This is an optimization exercise on Yosys and OpenROAD, whose aim is small area, not a production implementation.
In this exercise RTL edits were held to simulation tests only and were not proved equivalent to the original.
Power is estimated from default activity; no workload was simulated.

===== design.v =====
module ram_tester
#(
     parameter AXI_ID           = 0
)
(
     input          clk_i
    ,input          rst_i
    ,input          cfg_awvalid_i
    ,input  [31:0]  cfg_awaddr_i
    ,input          cfg_wvalid_i
    ,input  [31:0]  cfg_wdata_i
    ,input  [3:0]   cfg_wstrb_i
    ,input          cfg_bready_i
    ,input          cfg_arvalid_i
    ,input  [31:0]  cfg_araddr_i
    ,input          cfg_rready_i
    ,input          outport_awready_i
    ,input          outport_wready_i
    ,input          outport_bvalid_i
    ,input  [1:0]   outport_bresp_i
    ,input  [3:0]   outport_bid_i
    ,input          outport_arready_i
    ,input          outport_rvalid_i
    ,input  [31:0]  outport_rdata_i
    ,input  [1:0]   outport_rresp_i
    ,input  [3:0]   outport_rid_i
    ,input          outport_rlast_i
    ,output         cfg_awready_o
    ,output         cfg_wready_o
    ,output         cfg_bvalid_o
    ,output [1:0]   cfg_bresp_o
    ,output         cfg_arready_o
    ,output         cfg_rvalid_o
    ,output [31:0]  cfg_rdata_o
    ,output [1:0]   cfg_rresp_o
    ,output         outport_awvalid_o
    ,output [31:0]  outport_awaddr_o
    ,output [3:0]   outport_awid_o
    ,output [7:0]   outport_awlen_o
    ,output [1:0]   outport_awburst_o
    ,output         outport_wvalid_o
    ,output [31:0]  outport_wdata_o
    ,output [3:0]   outport_wstrb_o
    ,output         outport_wlast_o
    ,output         outport_bready_o
    ,output         outport_arvalid_o
    ,output [31:0]  outport_araddr_o
    ,output [3:0]   outport_arid_o
    ,output [7:0]   outport_arlen_o
    ,output [1:0]   outport_arburst_o
    ,output         outport_rready_o
);
reg awvalid_q;
reg wvalid_q;
wire wr_cmd_accepted_w  = (cfg_awvalid_i && cfg_awready_o) || awvalid_q;
wire wr_data_accepted_w = (cfg_wvalid_i  && cfg_wready_o)  || wvalid_q;
always @ (posedge clk_i or posedge rst_i)
if (rst_i)
    awvalid_q <= 1'b0;
else if (cfg_awvalid_i && cfg_awready_o && !wr_data_accepted_w)
    awvalid_q <= 1'b1;
else if (wr_data_accepted_w)
    awvalid_q <= 1'b0;
always @ (posedge clk_i or posedge rst_i)
if (rst_i)
    wvalid_q <= 1'b0;
else if (cfg_wvalid_i && cfg_wready_o && !wr_cmd_accepted_w)
    wvalid_q <= 1'b1;
else if (wr_cmd_accepted_w)
    wvalid_q <= 1'b0;
reg [7:0] wr_addr_q;
always @ (posedge clk_i or posedge rst_i)
if (rst_i)
    wr_addr_q <= 8'b0;
else if (cfg_awvalid_i && cfg_awready_o)
    wr_addr_q <= cfg_awaddr_i[7:0];
wire [7:0] wr_addr_w = awvalid_q ? wr_addr_q : cfg_awaddr_i[7:0];
reg [31:0] wr_data_q;
always @ (posedge clk_i or posedge rst_i)
if (rst_i)
    wr_data_q <= 32'b0;
else if (cfg_wvalid_i && cfg_wready_o)
    wr_data_q <= cfg_wdata_i;
wire [31:0] wr_data_w = wvalid_q ? wr_data_q : cfg_wdata_i;
wire read_en_w  = cfg_arvalid_i & cfg_arready_o;
wire write_en_w = wr_cmd_accepted_w && wr_data_accepted_w;
assign cfg_arready_o = ~cfg_rvalid_o;
assign cfg_awready_o = ~cfg_bvalid_o && ~cfg_arvalid_i && ~awvalid_q;
assign cfg_wready_o  = ~cfg_bvalid_o && ~cfg_arvalid_i && ~wvalid_q;
reg ram_test_cfg_wr_q;
always @ (posedge clk_i or posedge rst_i)
if (rst_i)
    ram_test_cfg_wr_q <= 1'b0;
else if (write_en_w && (wr_addr_w[7:0] == 8'h0))
    ram_test_cfg_wr_q <= 1'b1;
else
    ram_test_cfg_wr_q <= 1'b0;
reg [3:0]  ram_test_cfg_burst_len_q;
always @ (posedge clk_i or posedge rst_i)
if (rst_i)
    ram_test_cfg_burst_len_q <= 4'd0;
else if (write_en_w && (wr_addr_w[7:0] == 8'h0))
    ram_test_cfg_burst_len_q <= wr_data_w[31:28];
wire [3:0]  ram_test_cfg_burst_len_out_w = ram_test_cfg_burst_len_q;
reg        ram_test_cfg_read_q;
always @ (posedge clk_i or posedge rst_i)
if (rst_i)
    ram_test_cfg_read_q <= 1'd0;
else if (write_en_w && (wr_addr_w[7:0] == 8'h0))
    ram_test_cfg_read_q <= wr_data_w[8:8];
wire        ram_test_cfg_read_out_w = ram_test_cfg_read_q;
reg        ram_test_cfg_rnd_delay_q;
always @ (posedge clk_i or posedge rst_i)
if (rst_i)
    ram_test_cfg_rnd_delay_q <= 1'd0;
else if (write_en_w && (wr_addr_w[7:0] == 8'h0))
    ram_test_cfg_rnd_delay_q <= wr_data_w[7:7];
wire        ram_test_cfg_rnd_delay_out_w = ram_test_cfg_rnd_delay_q;
reg        ram_test_cfg_user_q;
always @ (posedge clk_i or posedge rst_i)
if (rst_i)
    ram_test_cfg_user_q <= 1'd0;
else if (write_en_w && (wr_addr_w[7:0] == 8'h0))
    ram_test_cfg_user_q <= wr_data_w[3:3];
else
    ram_test_cfg_user_q <= 1'd0;
wire        ram_test_cfg_user_out_w = ram_test_cfg_user_q;
reg        ram_test_cfg_incr_q;
always @ (posedge clk_i or posedge rst_i)
if (rst_i)
    ram_test_cfg_incr_q <= 1'd0;
else if (write_en_w && (wr_addr_w[7:0] == 8'h0))
    ram_test_cfg_incr_q <= wr_data_w[2:2];
else
    ram_test_cfg_incr_q <= 1'd0;
wire        ram_test_cfg_incr_out_w = ram_test_cfg_incr_q;
reg        ram_test_cfg_ones_q;
always @ (posedge clk_i or posedge rst_i)
if (rst_i)
    ram_test_cfg_ones_q <= 1'd0;
else if (write_en_w && (wr_addr_w[7:0] == 8'h0))
    ram_test_cfg_ones_q <= wr_data_w[1:1];
else
    ram_test_cfg_ones_q <= 1'd0;
wire        ram_test_cfg_ones_out_w = ram_test_cfg_ones_q;
reg        ram_test_cfg_zero_q;
always @ (posedge clk_i or posedge rst_i)
if (rst_i)
    ram_test_cfg_zero_q <= 1'd0;
else if (write_en_w && (wr_addr_w[7:0] == 8'h0))
    ram_test_cfg_zero_q <= wr_data_w[0:0];
else
    ram_test_cfg_zero_q <= 1'd0;
wire        ram_test_cfg_zero_out_w = ram_test_cfg_zero_q;
reg ram_test_base_wr_q;
always @ (posedge clk_i or posedge rst_i)
if (rst_i)
    ram_test_base_wr_q <= 1'b0;
else if (write_en_w && (wr_addr_w[7:0] == 8'h4))
    ram_test_base_wr_q <= 1'b1;
else
    ram_test_base_wr_q <= 1'b0;
reg [31:0]  ram_test_base_addr_q;
always @ (posedge clk_i or posedge rst_i)
if (rst_i)
    ram_test_base_addr_q <= 32'd0;
else if (write_en_w && (wr_addr_w[7:0] == 8'h4))
    ram_test_base_addr_q <= wr_data_w[31:0];
wire [31:0]  ram_test_base_addr_out_w = ram_test_base_addr_q;
reg ram_test_end_wr_q;
always @ (posedge clk_i or posedge rst_i)
if (rst_i)
    ram_test_end_wr_q <= 1'b0;
else if (write_en_w && (wr_addr_w[7:0] == 8'h8))
    ram_test_end_wr_q <= 1'b1;
else
    ram_test_end_wr_q <= 1'b0;
reg [31:0]  ram_test_end_addr_q;
always @ (posedge clk_i or posedge rst_i)
if (rst_i)
    ram_test_end_addr_q <= 32'd0;
else if (write_en_w && (wr_addr_w[7:0] == 8'h8))
    ram_test_end_addr_q <= wr_data_w[31:0];
wire [31:0]  ram_test_end_addr_out_w = ram_test_end_addr_q;
reg ram_test_sts_wr_q;
always @ (posedge clk_i or posedge rst_i)
if (rst_i)
    ram_test_sts_wr_q <= 1'b0;
else if (write_en_w && (wr_addr_w[7:0] == 8'hc))
    ram_test_sts_wr_q <= 1'b1;
else
    ram_test_sts_wr_q <= 1'b0;
reg ram_test_current_wr_q;
always @ (posedge clk_i or posedge rst_i)
if (rst_i)
    ram_test_current_wr_q <= 1'b0;
else if (write_en_w && (wr_addr_w[7:0] == 8'h10))
    ram_test_current_wr_q <= 1'b1;
else
    ram_test_current_wr_q <= 1'b0;
reg ram_test_write_wr_q;
always @ (posedge clk_i or posedge rst_i)
if (rst_i)
    ram_test_write_wr_q <= 1'b0;
else if (write_en_w && (wr_addr_w[7:0] == 8'h14))
    ram_test_write_wr_q <= 1'b1;
else
    ram_test_write_wr_q <= 1'b0;
reg [31:0]  ram_test_write_pattern_q;
always @ (posedge clk_i or posedge rst_i)
if (rst_i)
    ram_test_write_pattern_q <= 32'd0;
else if (write_en_w && (wr_addr_w[7:0] == 8'h14))
    ram_test_write_pattern_q <= wr_data_w[31:0];
wire [31:0]  ram_test_write_pattern_out_w = ram_test_write_pattern_q;
reg ram_test_time_wr_q;
always @ (posedge clk_i or posedge rst_i)
if (rst_i)
    ram_test_time_wr_q <= 1'b0;
else if (write_en_w && (wr_addr_w[7:0] == 8'h18))
    ram_test_time_wr_q <= 1'b1;
else
    ram_test_time_wr_q <= 1'b0;
reg ram_test_errors_wr_q;
always @ (posedge clk_i or posedge rst_i)
if (rst_i)
    ram_test_errors_wr_q <= 1'b0;
else if (write_en_w && (wr_addr_w[7:0] == 8'h1c))
    ram_test_errors_wr_q <= 1'b1;
else
    ram_test_errors_wr_q <= 1'b0;
reg ram_test_last_wr_q;
always @ (posedge clk_i or posedge rst_i)
if (rst_i)
    ram_test_last_wr_q <= 1'b0;
else if (write_en_w && (wr_addr_w[7:0] == 8'h20))
    ram_test_last_wr_q <= 1'b1;
else
    ram_test_last_wr_q <= 1'b0;
wire        ram_test_sts_busy_in_w;
wire [31:0]  ram_test_current_addr_in_w;
wire [31:0]  ram_test_time_cycles_in_w;
wire [31:0]  ram_test_errors_count_in_w;
wire [31:0]  ram_test_last_rd_data_in_w;
reg [31:0] data_r;
always @ *
begin
    data_r = 32'b0;
    case (cfg_araddr_i[7:0])
    8'h0:
    begin
        data_r[31:28] = ram_test_cfg_burst_len_q;
        data_r[8:8] = ram_test_cfg_read_q;
        data_r[7:7] = ram_test_cfg_rnd_delay_q;
    end
    8'h4:
    begin
        data_r[31:0] = ram_test_base_addr_q;
    end
    8'h8:
    begin
        data_r[31:0] = ram_test_end_addr_q;
    end
    8'hc:
    begin
        data_r[0:0] = ram_test_sts_busy_in_w;
    end
    8'h10:
    begin
        data_r[31:0] = ram_test_current_addr_in_w;
    end
    8'h14:
    begin
        data_r[31:0] = ram_test_write_pattern_q;
    end
    8'h18:
    begin
        data_r[31:0] = ram_test_time_cycles_in_w;
    end
    8'h1c:
    begin
        data_r[31:0] = ram_test_errors_count_in_w;
    end
    8'h20:
    begin
        data_r[31:0] = ram_test_last_rd_data_in_w;
    end
    default :
        data_r = 32'b0;
    endcase
end
reg rvalid_q;
always @ (posedge clk_i or posedge rst_i)
if (rst_i)
    rvalid_q <= 1'b0;
else if (read_en_w)
    rvalid_q <= 1'b1;
else if (cfg_rready_i)
    rvalid_q <= 1'b0;
assign cfg_rvalid_o = rvalid_q;
reg [31:0] rd_data_q;
always @ (posedge clk_i or posedge rst_i)
if (rst_i)
    rd_data_q <= 32'b0;
else if (!cfg_rvalid_o || cfg_rready_i)
    rd_data_q <= data_r;
assign cfg_rdata_o = rd_data_q;
assign cfg_rresp_o = 2'b0;
reg bvalid_q;
always @ (posedge clk_i or posedge rst_i)
if (rst_i)
    bvalid_q <= 1'b0;
else if (write_en_w)
    bvalid_q <= 1'b1;
else if (cfg_bready_i)
    bvalid_q <= 1'b0;
assign cfg_bvalid_o = bvalid_q;
assign cfg_bresp_o  = 2'b0;
wire [31:0] buffer_base_w     = {ram_test_base_addr_out_w[31:2], 2'b0};
wire [31:0] buffer_end_w      = {ram_test_end_addr_out_w[31:2],  2'b0};
wire [31:0] user_data_w       = ram_test_write_pattern_out_w;
wire        cfg_zero_w        = ram_test_cfg_zero_out_w;
wire        cfg_ones_w        = ram_test_cfg_ones_out_w;
wire        cfg_incr_w        = ram_test_cfg_incr_out_w;
wire        cfg_user_w        = ram_test_cfg_user_out_w;
wire        cfg_dly_w         = ram_test_cfg_rnd_delay_out_w;
wire        cfg_read_w        = ram_test_cfg_read_out_w;
wire        awvalid_w;
wire        arvalid_w;
wire [31:0] axaddr_w;
wire [7:0]  axlen_w;
wire        wvalid_w;
wire [31:0] wdata_w;
wire [3:0]  wstrb_w;
wire        wlast_w;
wire        accept_w;
reg [31:0]  current_addr_q;
reg [31:0]  outstanding_q;
reg         burst_q;
reg [7:0]   burst_cnt_q;
localparam STATE_W          = 3;
localparam STATE_IDLE       = 3'd0;
localparam STATE_ZERO       = 3'd1;
localparam STATE_ONES       = 3'd2;
localparam STATE_INCR       = 3'd3;
localparam STATE_USER       = 3'd4;
localparam STATE_WAIT       = 3'd5;
reg [STATE_W-1:0] state_q;
reg [STATE_W-1:0] next_state_r;
always @ *
begin
    next_state_r = state_q;
    case (state_q)
    STATE_IDLE :
    begin
        if (cfg_zero_w)
            next_state_r  = STATE_ZERO;
        else if (cfg_ones_w)
            next_state_r  = STATE_ONES;
        else if (cfg_incr_w)
            next_state_r  = STATE_INCR;
        else if (cfg_user_w)
            next_state_r  = STATE_USER;
    end
    STATE_ZERO, STATE_ONES, STATE_INCR, STATE_USER:
    begin
        if (current_addr_q == buffer_end_w && !burst_q)
            next_state_r = STATE_WAIT;
    end
    STATE_WAIT:
    begin
        if (outstanding_q == 32'd0)
            next_state_r = STATE_IDLE;
    end
    default :
       ;
    endcase
end
always @ (posedge clk_i or posedge rst_i)
if (rst_i)
    state_q <= STATE_IDLE;
else
    state_q <= next_state_r;
wire [3:0] rand_w;
ram_lfsr
#(
    .BITS(4),
    .N(16),
    .POLYNOMIAL(16'h8810)
)
u_rand
(
    .clk_i(clk_i),
    .rst_i(rst_i),
    .random_o(rand_w)
);
reg [31:0]  outstanding_r;
always @ *
begin
    outstanding_r = outstanding_q;
    if ((arvalid_w || awvalid_w) && accept_w)
        outstanding_r = outstanding_r + 32'd1;
    if (outport_bvalid_i && outport_bready_o)
        outstanding_r = outstanding_r - 32'd1;
    else if (outport_rvalid_i && outport_rlast_i && outport_rready_o)
        outstanding_r = outstanding_r - 32'd1;
end
always @ (posedge clk_i or posedge rst_i)
if (rst_i) 
    outstanding_q <= 32'b0;
else
    outstanding_q <= outstanding_r;
reg [3:0] delay_q;
always @ (posedge clk_i or posedge rst_i)
if (rst_i) 
    delay_q <= 4'b0;
else if ((awvalid_w || arvalid_w || wvalid_w) && accept_w)
    delay_q <= rand_w;
else if (delay_q != 4'b0)
    delay_q <= delay_q - 4'd1;
wire valid_w = (!cfg_dly_w || delay_q == 4'b0) &&
               (current_addr_q != buffer_end_w || burst_q) &&
               (state_q != STATE_IDLE && state_q != STATE_WAIT);
reg [7:0]   burst_length_r;
wire [31:0] remaining_w    = buffer_end_w - current_addr_q - 32'd4;
wire [31:0] remain_words_w = {2'b0, remaining_w[31:2]};
wire [31:0] max_words_w    = {28'b0, ram_test_cfg_burst_len_out_w};
always @ *
begin
    burst_length_r = 8'b0;
    if (remain_words_w > max_words_w)
        burst_length_r = max_words_w[7:0];
    else if (remain_words_w[7:0] == 8'd1 || 
             remain_words_w[7:0] == 8'd3 ||
             remain_words_w[7:0] == 8'd7)
        burst_length_r = remain_words_w[7:0];
end
wire [31:0] length_bytes_w = {22'b0, burst_length_r + 8'd1, 2'b0};
assign axlen_w = burst_length_r;
always @ (posedge clk_i or posedge rst_i)
if (rst_i) 
    burst_q <= 1'b0;
else if (awvalid_w && accept_w && axlen_w != 8'b0)
    burst_q <= 1'b1;
else if (wvalid_w && accept_w && burst_cnt_q == 8'b0)
    burst_q <= 1'b0;
always @ (posedge clk_i or posedge rst_i)
if (rst_i) 
    burst_cnt_q <= 8'b0;
else if (awvalid_w && accept_w)
    burst_cnt_q <= axlen_w - 8'd1;
else if (wvalid_w && accept_w)
    burst_cnt_q <= burst_cnt_q - 8'd1;
always @ (posedge clk_i or posedge rst_i)
if (rst_i) 
    current_addr_q <= 32'b0;
else if ((state_q == STATE_IDLE) && (next_state_r != STATE_IDLE))
    current_addr_q <= buffer_base_w;
else if (state_q != STATE_IDLE && (awvalid_w || arvalid_w) && accept_w)
    current_addr_q <= {current_addr_q[31:2], 2'b0} + length_bytes_w;
assign awvalid_w                  = valid_w & ~burst_q & ~cfg_read_w;
assign arvalid_w                  = valid_w & cfg_read_w;
assign axaddr_w                   = current_addr_q;
assign ram_test_current_addr_in_w = current_addr_q;
reg [31:0] write_data_q;
reg        cfg_inc_q;
always @ (posedge clk_i or posedge rst_i)
if (rst_i) 
    cfg_inc_q <= 1'b0;
else if (state_q == STATE_IDLE && next_state_r == STATE_INCR)
    cfg_inc_q <= 1'b1;
else if (state_q == STATE_IDLE)
    cfg_inc_q <= 1'b0;
always @ (posedge clk_i or posedge rst_i)
if (rst_i) 
    write_data_q <= 32'b0;
else if ((state_q == STATE_IDLE) && (next_state_r != STATE_IDLE))
begin
    if (next_state_r == STATE_ONES)
        write_data_q <= 32'hFFFFFFFF;
    else if (next_state_r == STATE_INCR)
        write_data_q <= 32'h33221100;
    else if (next_state_r == STATE_USER)
        write_data_q <= user_data_w;
    else
        write_data_q <= 32'b0;
end
else if (cfg_inc_q && wvalid_w && accept_w)
    write_data_q <= write_data_q + 32'h44444444;
else if (cfg_inc_q && outport_rvalid_i && outport_rready_o)
    write_data_q <= write_data_q + 32'h44444444;
assign wvalid_w = (burst_q | awvalid_w) & valid_w;
assign wdata_w  = write_data_q;
assign wstrb_w  = 4'hF;
assign wlast_w  = burst_q ? (burst_cnt_q == 8'd0) : (axlen_w == 8'd0);
reg [31:0] error_count_q;
always @ (posedge clk_i or posedge rst_i)
if (rst_i) 
    error_count_q <= 32'b0;
else if ((state_q == STATE_IDLE) && (next_state_r != STATE_IDLE))
    error_count_q <= 32'b0;
else if (outport_rvalid_i && outport_rready_o && outport_rdata_i != write_data_q)
    error_count_q <= error_count_q + 32'd1;
assign ram_test_errors_count_in_w = error_count_q;
reg [31:0] last_data_q;
always @ (posedge clk_i or posedge rst_i)
if (rst_i) 
    last_data_q <= 32'b0;
else if ((state_q == STATE_IDLE) && (next_state_r != STATE_IDLE))
    last_data_q <= 32'b0;
else if (outport_rvalid_i && outport_rready_o)
    last_data_q <= outport_rdata_i;
assign ram_test_last_rd_data_in_w = last_data_q;
reg [31:0] cycles_q;
always @ (posedge clk_i or posedge rst_i)
if (rst_i) 
    cycles_q <= 32'b0;
else if ((state_q == STATE_IDLE) && (next_state_r != STATE_IDLE))
    cycles_q <= 32'b0;
else if (state_q != STATE_IDLE)
    cycles_q <= cycles_q + 32'd1;
assign ram_test_time_cycles_in_w = cycles_q - 32'd2;  
wire        axi_valid_w;
wire        axi_awvalid_w;
wire        axi_arvalid_w;
wire        axi_wvalid_w;
wire        axi_pop_w;
generic_fifo
#(
     .WIDTH(1+1+32+8+1+32+4+1)
    ,.DEPTH(8)
    ,.ADDR_W(3)
)
u_request
(
     .clk_i(clk_i)
    ,.rst_i(rst_i)
    ,.push_i(awvalid_w | arvalid_w | wvalid_w)
    ,.data_in_i({awvalid_w, arvalid_w, axaddr_w, axlen_w, wvalid_w, wdata_w, wstrb_w, wlast_w})
    ,.accept_o(accept_w)
    ,.valid_o(axi_valid_w)
    ,.data_out_o({axi_awvalid_w, axi_arvalid_w, outport_awaddr_o, outport_awlen_o, 
                  axi_wvalid_w, outport_wdata_o, outport_wstrb_o, outport_wlast_o})
    ,.pop_i(axi_pop_w)
);
reg axi_awvalid_q;
reg axi_wvalid_q;
always @ (posedge clk_i or posedge rst_i)
if (rst_i) 
    axi_awvalid_q <= 1'b0;
else if (outport_awvalid_o && outport_awready_i && (outport_wvalid_o && !outport_wready_i))
    axi_awvalid_q <= 1'b1;
else if (axi_pop_w)
    axi_awvalid_q <= 1'b0;
always @ (posedge clk_i or posedge rst_i)
if (rst_i) 
    axi_wvalid_q <= 1'b0;
else if (outport_wvalid_o && outport_wready_i && (outport_awvalid_o && !outport_awready_i))
    axi_wvalid_q <= 1'b1;
else if (axi_pop_w)
    axi_wvalid_q <= 1'b0;
assign outport_awvalid_o = axi_valid_w & axi_awvalid_w & ~axi_awvalid_q;
assign outport_awid_o    = AXI_ID;
assign outport_awburst_o = 2'b01;
assign outport_wvalid_o  = axi_valid_w & axi_wvalid_w  & ~axi_wvalid_q;
assign outport_bready_o  = 1'b1;
assign outport_arvalid_o = axi_valid_w & axi_arvalid_w;
assign outport_arid_o    = AXI_ID;
assign outport_araddr_o  = outport_awaddr_o;
assign outport_arlen_o   = outport_awlen_o;
assign outport_arburst_o = outport_awburst_o;
assign outport_rready_o  = 1'b1;
assign axi_pop_w = (outport_arvalid_o   && outport_arready_i) ||
                   (((outport_awvalid_o && outport_awready_i) || axi_awvalid_q || !axi_awvalid_w) &&
                    ((outport_wvalid_o  && outport_wready_i)  || axi_wvalid_q || !axi_wvalid_w) && !axi_arvalid_w);
assign ram_test_sts_busy_in_w = (state_q != STATE_IDLE);
endmodule
module ram_lfsr
#(
  parameter POLYNOMIAL = 4'h9,
  parameter N          = 4,
  parameter BITS       = 4
)
(
  input  clk_i,
  input  rst_i,
  output [BITS-1:0] random_o
);
reg [N-1:0] data_q;
reg [N-1:0] data_next_r;
reg         feedback_r;
integer i;
always @* 
begin
  data_next_r = data_q;
  for (i=0; i<BITS; i=i+1)
  begin
    feedback_r  = ^( POLYNOMIAL & data_next_r);
    data_next_r = {data_next_r[N-2:0], ~feedback_r};
  end
end
always @ (posedge clk_i or posedge rst_i)
if (rst_i) 
    data_q <= 'b0;
else
    data_q <= data_next_r;
assign random_o = data_q[N-1:N-BITS];
endmodule
module generic_fifo
#(
    parameter WIDTH   = 8,
    parameter DEPTH   = 4,
    parameter ADDR_W  = 2
)
(
     input               clk_i
    ,input               rst_i
    ,input  [WIDTH-1:0]  data_in_i
    ,input               push_i
    ,input               pop_i
    ,output [WIDTH-1:0]  data_out_o
    ,output              accept_o
    ,output              valid_o
);
localparam COUNT_W = ADDR_W + 1;
reg [WIDTH-1:0]   ram_q[DEPTH-1:0];
reg [ADDR_W-1:0]  rd_ptr_q;
reg [ADDR_W-1:0]  wr_ptr_q;
reg [COUNT_W-1:0] count_q;
always @ (posedge clk_i or posedge rst_i)
if (rst_i)
begin
    count_q   <= {(COUNT_W) {1'b0}};
    rd_ptr_q  <= {(ADDR_W) {1'b0}};
    wr_ptr_q  <= {(ADDR_W) {1'b0}};
end
else
begin
    if (push_i & accept_o)
    begin
        ram_q[wr_ptr_q] <= data_in_i;
        wr_ptr_q        <= wr_ptr_q + 1;
    end
    if (pop_i & valid_o)
        rd_ptr_q      <= rd_ptr_q + 1;
    if ((push_i & accept_o) & ~(pop_i & valid_o))
        count_q <= count_q + 1;
    else if (~(push_i & accept_o) & (pop_i & valid_o))
        count_q <= count_q - 1;
end
/*verilator lint_off WIDTH*/
assign valid_o       = (count_q != 0);
assign accept_o      = (count_q != DEPTH);
/*verilator lint_on WIDTH*/
assign data_out_o    = ram_q[rd_ptr_q];
endmodule

===== run.sh =====
#!/bin/bash
# synth_recipe.tcl (not shown) runs the flow's synth.tcl, then flattens the netlist and writes it again
# the make line also repeats each setting of config.mk as NAME=value (left out here)
make -C /OpenROAD-flow-scripts/flow DESIGN_CONFIG=/design/flow/config.mk WORK_HOME=/design/flow/orfs CLKGATE_MAP_FILE= SYNTH_SCRIPT=/design/flow/synth_recipe.tcl finish

===== config.mk =====
export PLATFORM = sky130hd
export DESIGN_NAME = ram_tester
export DESIGN_NICKNAME = ram_tester
export VERILOG_FILES = /design/flow/design.v
export SDC_FILE = /design/flow/constraint.sdc
export NUM_CORES = 4
export LEC_CHECK = 0
export CAP_MARGIN = 20
export CORE_MARGIN = 2
export CORE_UTILIZATION = 40
export SLEW_MARGIN = 20

===== constraint.sdc =====
create_clock -name core_clock -period 10.0 [get_ports {clk_i}]
set_input_delay 2.0000 -clock core_clock [delete_from_list [all_inputs] [get_ports {clk_i}]]
set_output_delay 2.0000 -clock core_clock [all_outputs]
set_load 0.01 [all_outputs]

==> run summary <==
==> metal layers <==
layer | GRT usage, % | up-vias
met3 | 4.56 | 202
li1 | - | 15200
met1 | 31.5 | 16800
met5 | 0 | -
met2 | 35.6 | 1353
met4 | 7.04 | 0
==> cells in the final DEF (no fill, tap or decap), types with 10 or more instances in the layout <==
cell,Yosys,layout
edfxtp_1,592,592
dfrtp_1,417,415
nor2_1,377,374
nand2_1,364,363
a21oi_1,253,253
clkdlybuf4s50_1,0,240
mux2_2,178,178
inv_1,154,153
o21ai_0,142,142
xor2_1,119,119
a222oi_1,119,119
clkbuf_16,0,102
nand3_1,98,98
ha_1,98,94
xnor2_1,92,92
mux2i_1,82,82
nor3_1,81,79
a41oi_1,68,68
conb_1,2,61
nand4_1,55,55
buf_4,66,51
a31oi_1,47,46
a22oi_1,41,41
and3_1,44,39
nor4_1,31,30
a21o_1,27,27
clkinv_2,0,26
or3_1,25,24
nand2b_1,20,20
o211ai_1,19,19
clkbuf_1,193,16
and2_1,22,15
o21a_1,15,15
a211oi_1,15,15
nor2b_1,14,13
clkinv_1,0,12
and4_1,10,10
==> synth_stat cells, drive strengths merged (113+ instances only) <==
| cell type | number | area [um^2] |
|---|---|---|
| a21oi | 253 | 1270 |
| a222oi | 119 | 1190 |
| buf | 113 | 702 |
| clkbuf | 194 | 729 |
| dfrtp | 417 | 10400 |
| edfxtp | 592 | 17800 |
| inv | 154 | 578 |
| mux2 | 179 | 2020 |
| nand2 | 364 | 1370 |
| nor2 | 377 | 1420 |
| o21ai | 145 | 726 |
| xor2 | 119 | 1040 |
==> cell type report <==
cell class / count / area share, %
Sequential cell: 1009 / 51.9
Multi-Input combinational cell: 2651 / 32.1
Timing Repair Buffer: 293 / 5.16
Clock buffer: 127 / 5.03
Tap cell: 1536 / 3.53
Clock inverter: 62 / 1.21
Inverter: 154 / 1.07
Antenna cell: 1 / 0.00460
==> sequential cells by signal, summed over array words and instances, names as in the netlist, 4 cells and up <==
| name | count |
|---|---|
| ram_test_write_pattern_q | 32 |
| ram_test_base_addr_q | 32 |
| error_count_q | 32 |
| ram_test_cfg_burst_len_q | 4 |
| current_addr_q | 30 |
| last_data_q | 32 |
| rd_data_q | 32 |
| wr_data_q | 32 |
| burst_cnt_q | 8 |
| u_rand.data_q | 16 |
| wr_addr_q | 8 |
| cycles_q | 32 |
| u_request.count_q | 4 |
| write_data_q | 32 |
| outstanding_q | 32 |
| delay_q | 4 |
| u_request.ram_q | 592 |
| ram_test_end_addr_q | 32 |
==> final timing paths <==
path                                                    start                           endpoint  slack, ps  cells past startpoint
worst max-delay path            current_addr_q[2]$_DFFE_PP0P_     current_addr_q[30]$_DFFE_PP0P_       1310                     28
worst min-delay path               u_rand.data_q[5]$_DFF_PP0_         u_rand.data_q[9]$_DFF_PP0_        350                      0
worst max register to register  current_addr_q[2]$_DFFE_PP0P_     current_addr_q[30]$_DFFE_PP0P_       1310                     28
worst min register to register     u_rand.data_q[5]$_DFF_PP0_         u_rand.data_q[9]$_DFF_PP0_        350                      0
max in group asynchronous                               rst_i          wr_data_q[22]$_DFFE_PP0P_       6240                      4
min in group asynchronous                               rst_i  u_request.rd_ptr_q[0]$_DFFE_PP0P_       1880                      2
==> cells by family after synthesis <==
kind of cell / count (synthesis) / synth area share, %
xor+xnor: 211 / 3.90
fa+ha+maj: 101 / 2.72
compound gates: 838 / 12.1
mux: 261 / 6.00
simple gates: 1179 / 11.4
flops: 1009 / 59.6
buf+inv: 461 / 4.25
other cells: 2 / 0.0159
==> power groups by stage <==
stage / Combinational [mW] / Sequential, mW / Clock [mW]
after floorplan: 4.94 / 5.97 / 0
after global placement: 7.34 / 6.48 / 0
after detailed placement: 7.39 / 6.51 / 0
after CTS: 7.43 / 6.43 / 3.93
after global routing: 8.05 / 6.54 / 4.11
final: 7.40 / 6.46 / 3.88
==> stage by stage <==
step                hold slack, ps  cell area, um^2  power, mW  worst slack (ps)
floorplan                      331            47600       10.9              2380
global placement               333            51000       13.8              1750
detailed placement             336            51000       13.9              1520
CTS                            351            54400       17.8              1520
global route                   353            54400       18.7               880
finish                         350            54400       17.7              1310
==> reports/metrics.cfg <==
[power_and_ir_drop]
ir_drop_mv = 0.156
p_sw_share_pct = 39.8
comb_power_share_pct = 41.7
clkPwrFrac_pct = 21.9
powerDensity_nw_per_um2 = 326
power_frac_seq_pct = 36.4
leakage_nw = 20.5
switching_power_mw = 7.06
p_int_mw = 10.7

[detailed_routing]
detail_route.first_pass.iterations = 8
wl_per_cell_um = 24.1
route.met3.wl_um = 11400
wl_met1_um = 60200
drc = 0
ant_nets = 0
drt_iter0_markers = 3975
routed-wl-met2_um = 64400
vias = 33500
viasPerCell = 5.75
top_layer = met4
totalWireLength_um = 140000

[status]
status = complete, no violations

[run]
cap_violations = 0

[synthesis]
synth_seq_cells = 1009
seq_area_frac_synth_pct = 59.6
ys_types = 84
synth_edf_count = 592
ys.flop_type = edfxtp_1
yosysWarnings = 4
syn_inst = 4062
synthesis.area_um2 = 47300
async_flop_share_pct = 41.3
syn_area_per_cell_um2 = 11.7

[global_route]
grt.total_usage_pct = 22.6
grt_max_degree = 148
antenna_found_initial = 4
grt_pass1_vias = 31500
grt-ovfl-total = 0
grt_pass1_wl_um = 207000

[finish]
fillers = 10700
multiInputGateArea_um2 = 17500
regArea_um2 = 28200
drive_gt1_share_pct = 10.4
nets = 4469
fin_util_pct = 46.2
layoutNonFillerInstCount = 5833
area_growth_pct = 15.0

[floorplanning]
die_w_um = 348
rows = 126
dieArea_um2 = 121000
ios = 332
coreArea_um2 = 118000
die_h_um = 348
initial_core_util_pct = 40.2

[setup_path]
max_stage_delay_ps = 650
critical_path_class = reg -> reg
worstPathRequired_ps = 10610
crit_top_cell = o21ai_0
crit_buf_inv = 4
cp.arrival_ps = 9300
cp_top_family = compound AO/OA/AOI/OAI gates
cpMaxStageDelayCell = mux2i_1
cp_max_fo = 12
cp-end-kind = flop
start_kind = flop

[sta]
period_minus_slack_ps = 8690
finalSetupViolCount = 0
setup_tns_ps = 0
final_hold_viol_count = 0
rsz0062_at_grt = no
finalMaxSlewViolations = 0
skew_ps = 29.2
fmax_mhz = 115
slew_headroom_pct = 26.4
min_period_over_period_pct = 86.9
worst_slew_pin_slew_ps = 1100

[clock_tree]
post_cts_buffers = 0
numCtsBuffers = 102
cts.sinks = 1009
clk_latency_ps = 700
cts_hold_buffers = 0
clockRootBuffer = clkbuf_16
cts_htree_levels = 3
cts_resized = 0
tritoncts = built
clk_path_buf_depth = 3
clk_pin_slew_ps = 60

[placement]
portBuffers = 241
place_congestion = 0.927
dp_hpwl_um = 93000
dp.cells = 5643

[min_path]
hp-class = reg -> reg

-- separate check: timing with driven ports --
In the flow no input, the clock included, has a driving cell. The finished layout below was timed again as built, in two steps.
Step 1, drivers: a clkbuf_16 drives clk_i and a buf_2 each remaining input, both assumed.
Step 2 moves the port delays by t, midway between the first and last clock arrival at a register: inputs arrive t later, outputs are due t later. That takes back most of the time a late clock gives input paths.
Three values: ideal, step 1, step 2; two values: the first two.
t, ns: 0.758
setup WS [ns]: 1.308 / 1.308 / 1.308
hold slack, ns: 0.350 / 0.350 / 0.350
After both steps this run still meets setup and hold. The setup slack of this run moves by 0.000 ns with the drivers and by 0.000 ns with both steps.
